From an optimization exercise on the open Yosys and OpenROAD flow, aimed at small area; shortcuts taken in it are not production practice. Function was checked by simulation only, so behaviour that the tests miss may differ from the original.

==> try-yarrow <==
// cpu_core
module cpu_core(
    input clk,
    input rst,
    output [5:0] pc_out,
    input [15:0] instr_out,
    input [15:0] mem_Data_in,
    output mem_wr,
    output mem_rd,
    output [15:0] reg_Data_2,
    output [5:0] data_mem_address
    );
    wire [3:0] op = instr_out[15:12];
    wire [3:0] rd = instr_out[11:8];
    wire [3:0] rs = instr_out[7:4];
    wire [3:0] rt = instr_out[3:0];
    genvar g, k;
    wire op_add  = (op == 4'h1);
    wire op_addi = (op == 4'h2);
    wire op_mul  = (op == 4'h3);
    wire op_and  = (op == 4'h4);
    wire op_or   = (op == 4'h5);
    wire op_div  = (op == 4'h6);
    wire op_jeq  = (op == 4'h7);
    wire op_cmp  = (op == 4'h8);
    wire op_mov  = (op == 4'h9);
    wire op_jmp  = (op == 4'hA);
    wire op_jr   = (op == 4'hB);
    wire op_lw   = (op == 4'hC);
    wire op_sw   = (op == 4'hD);
    wire op_li   = (op == 4'hE);
    wire op_sub  = (op == 4'hF);
    wire use_imm = op_addi | op_lw | op_sw;
    wire do_sub  = op_sub | op_cmp | op_jeq;
    wire reg_wr  = op_add | op_addi | op_mul | op_and | op_or | op_div |
                   op_cmp | op_mov | op_lw | op_li | op_sub;
    reg [15:0] rf [0:15];
    reg [15:0] valid;
    wire [15:0] sa, sb, we;
    generate for (g = 0; g < 16; g = g + 1) begin : dec
        assign sa[g] = valid[g] & (rs == g);
        assign sb[g] = valid[g] & (rt == g);
        assign we[g] = reg_wr & (rd == g);
    end endgenerate
    wire [15:0] A, B;
    generate for (k = 0; k < 16; k = k + 1) begin : rp
        wire [15:0] col;
        for (g = 0; g < 16; g = g + 1) begin : c
  ...
export LEC_CHECK = 0
export CAP_MARGIN = 20
export CORE_MARGIN = 2
export CORE_UTILIZATION = 50
export CTS_BUF_LIST = sky130_fd_sc_hd__clkbuf_8
export CTS_CLUSTER_DIAMETER = 60
export CTS_CLUSTER_SIZE = 18
export GPL_TIMING_DRIVEN = 0
export SETUP_SLACK_MARGIN = 0.1
export SLEW_MARGIN = 20
export SYNTH_HIERARCHICAL = 1
export SYNTH_MINIMUM_KEEP_SIZE = 0
create_clock -name core_clock -period 11.0 [get_ports {clk}]
standard.sh (not shown) runs the stock make flow with config.mk's settings and CLKGATE_MAP_FILE= SYNTH_SCRIPT=/design/flow/synth_recipe.tcl, a recipe that flattens the netlist after the stock synthesis.
==> flow/flow/run.sh <==
#!/bin/bash
set -euo pipefail
export BUFFER_PORTS_ARGS="-buffer_cell sky130_fd_sc_hd__buf_1"
export RECOVER_POWER=100
export REMOVE_ABC_BUFFERS=1
export POST_GLOBAL_ROUTE_TCL="$PWD/flow/post_grt.tcl"
bash standard.sh > standard_flow.log 2>&1
==> flow/flow/post_grt.tcl <==
# Runs at the end of global routing, after power recovery: repair the slew and
# capacitance limits again, then setup and hold, and write the route guides anew.
global_route -start_incremental
repair_design_helper
detailed_placement
global_route -end_incremental
estimate_parasitics -global_routing
global_route -start_incremental
repair_timing_helper
detailed_placement
global_route -end_incremental
estimate_parasitics -global_routing
report_check_types -max_slew -max_capacitance
report_worst_slack
write_guides $::env(RESULTS_DIR)/route.guide
==> try-raven (differences from try-yarrow) <==
Settings changed: CTS_BUF_LIST sky130_fd_sc_hd__clkbuf_8 to not set, CTS_CLUSTER_DIAMETER 60 to 80, CTS_CLUSTER_SIZE 18 to 30, PLACE_DENSITY set to 0.75, SETUP_SLACK_MARGIN 0.1 to not set.
==> try-violet (differences from try-yarrow) <==
Settings changed: CTS_BUF_LIST sky130_fd_sc_hd__clkbuf_8 to not set, CTS_CLUSTER_DIAMETER 60 to 80, CTS_CLUSTER_SIZE 18 to 30, PLACE_DENSITY set to 0.8, SETUP_SLACK_MARGIN 0.1 to not set.
==> summary of the runs <==
In try-violet the first-iteration DRC count is higher than in try-yarrow, by about 50%. In flip-flop and latch count, try-violet and try-raven do not differ. Between try-violet and try-raven, the lower non-clock buffer count is in try-raven (gap 2). In try-raven the register-to-register slack is better than in try-yarrow, by 20 ps. In maximum frequency, try-violet and try-yarrow hardly differ.

## what the ideal ports hide
No port has a modelled driver above. Below, the same layouts with a new extraction and two added sets of constraints. Step 1 assumes that a clkbuf_16 drives the clock port and a buf_2 every other input. Step 2, shift: input delay + t, output delay - t, t = (earliest + latest rising clock arrival at the registers) / 2. This alone moves slack from input paths to output paths. Slacks: ideal / step 1 / step 2; pairs: ideal / step 1.
run | t (ns) | slack for setup (ns) | worst setup path at the end | latest minus earliest clock arrival (ns) | worst register clock-pin slew, ns
try-yarrow | 0.607 | 0.276 / 0.299 / -0.309 | input to register | 0.053 / 0.053 | 0.11 / 0.11
try-raven | 0.530 | 0.322 / 0.347 / -0.183 | input to register | 0.022 / 0.021 | 0.11 / 0.11
try-violet | 0.534 | 0.274 / 0.293 / -0.241 | input to register | 0.048 / 0.048 | 0.11 / 0.11
Met with ideal ports but missed after step 2: setup timing in every run listed. The setup slack of try-yarrow, which loses most, moves by +0.023 ns with the drivers and by -0.585 ns with both steps.
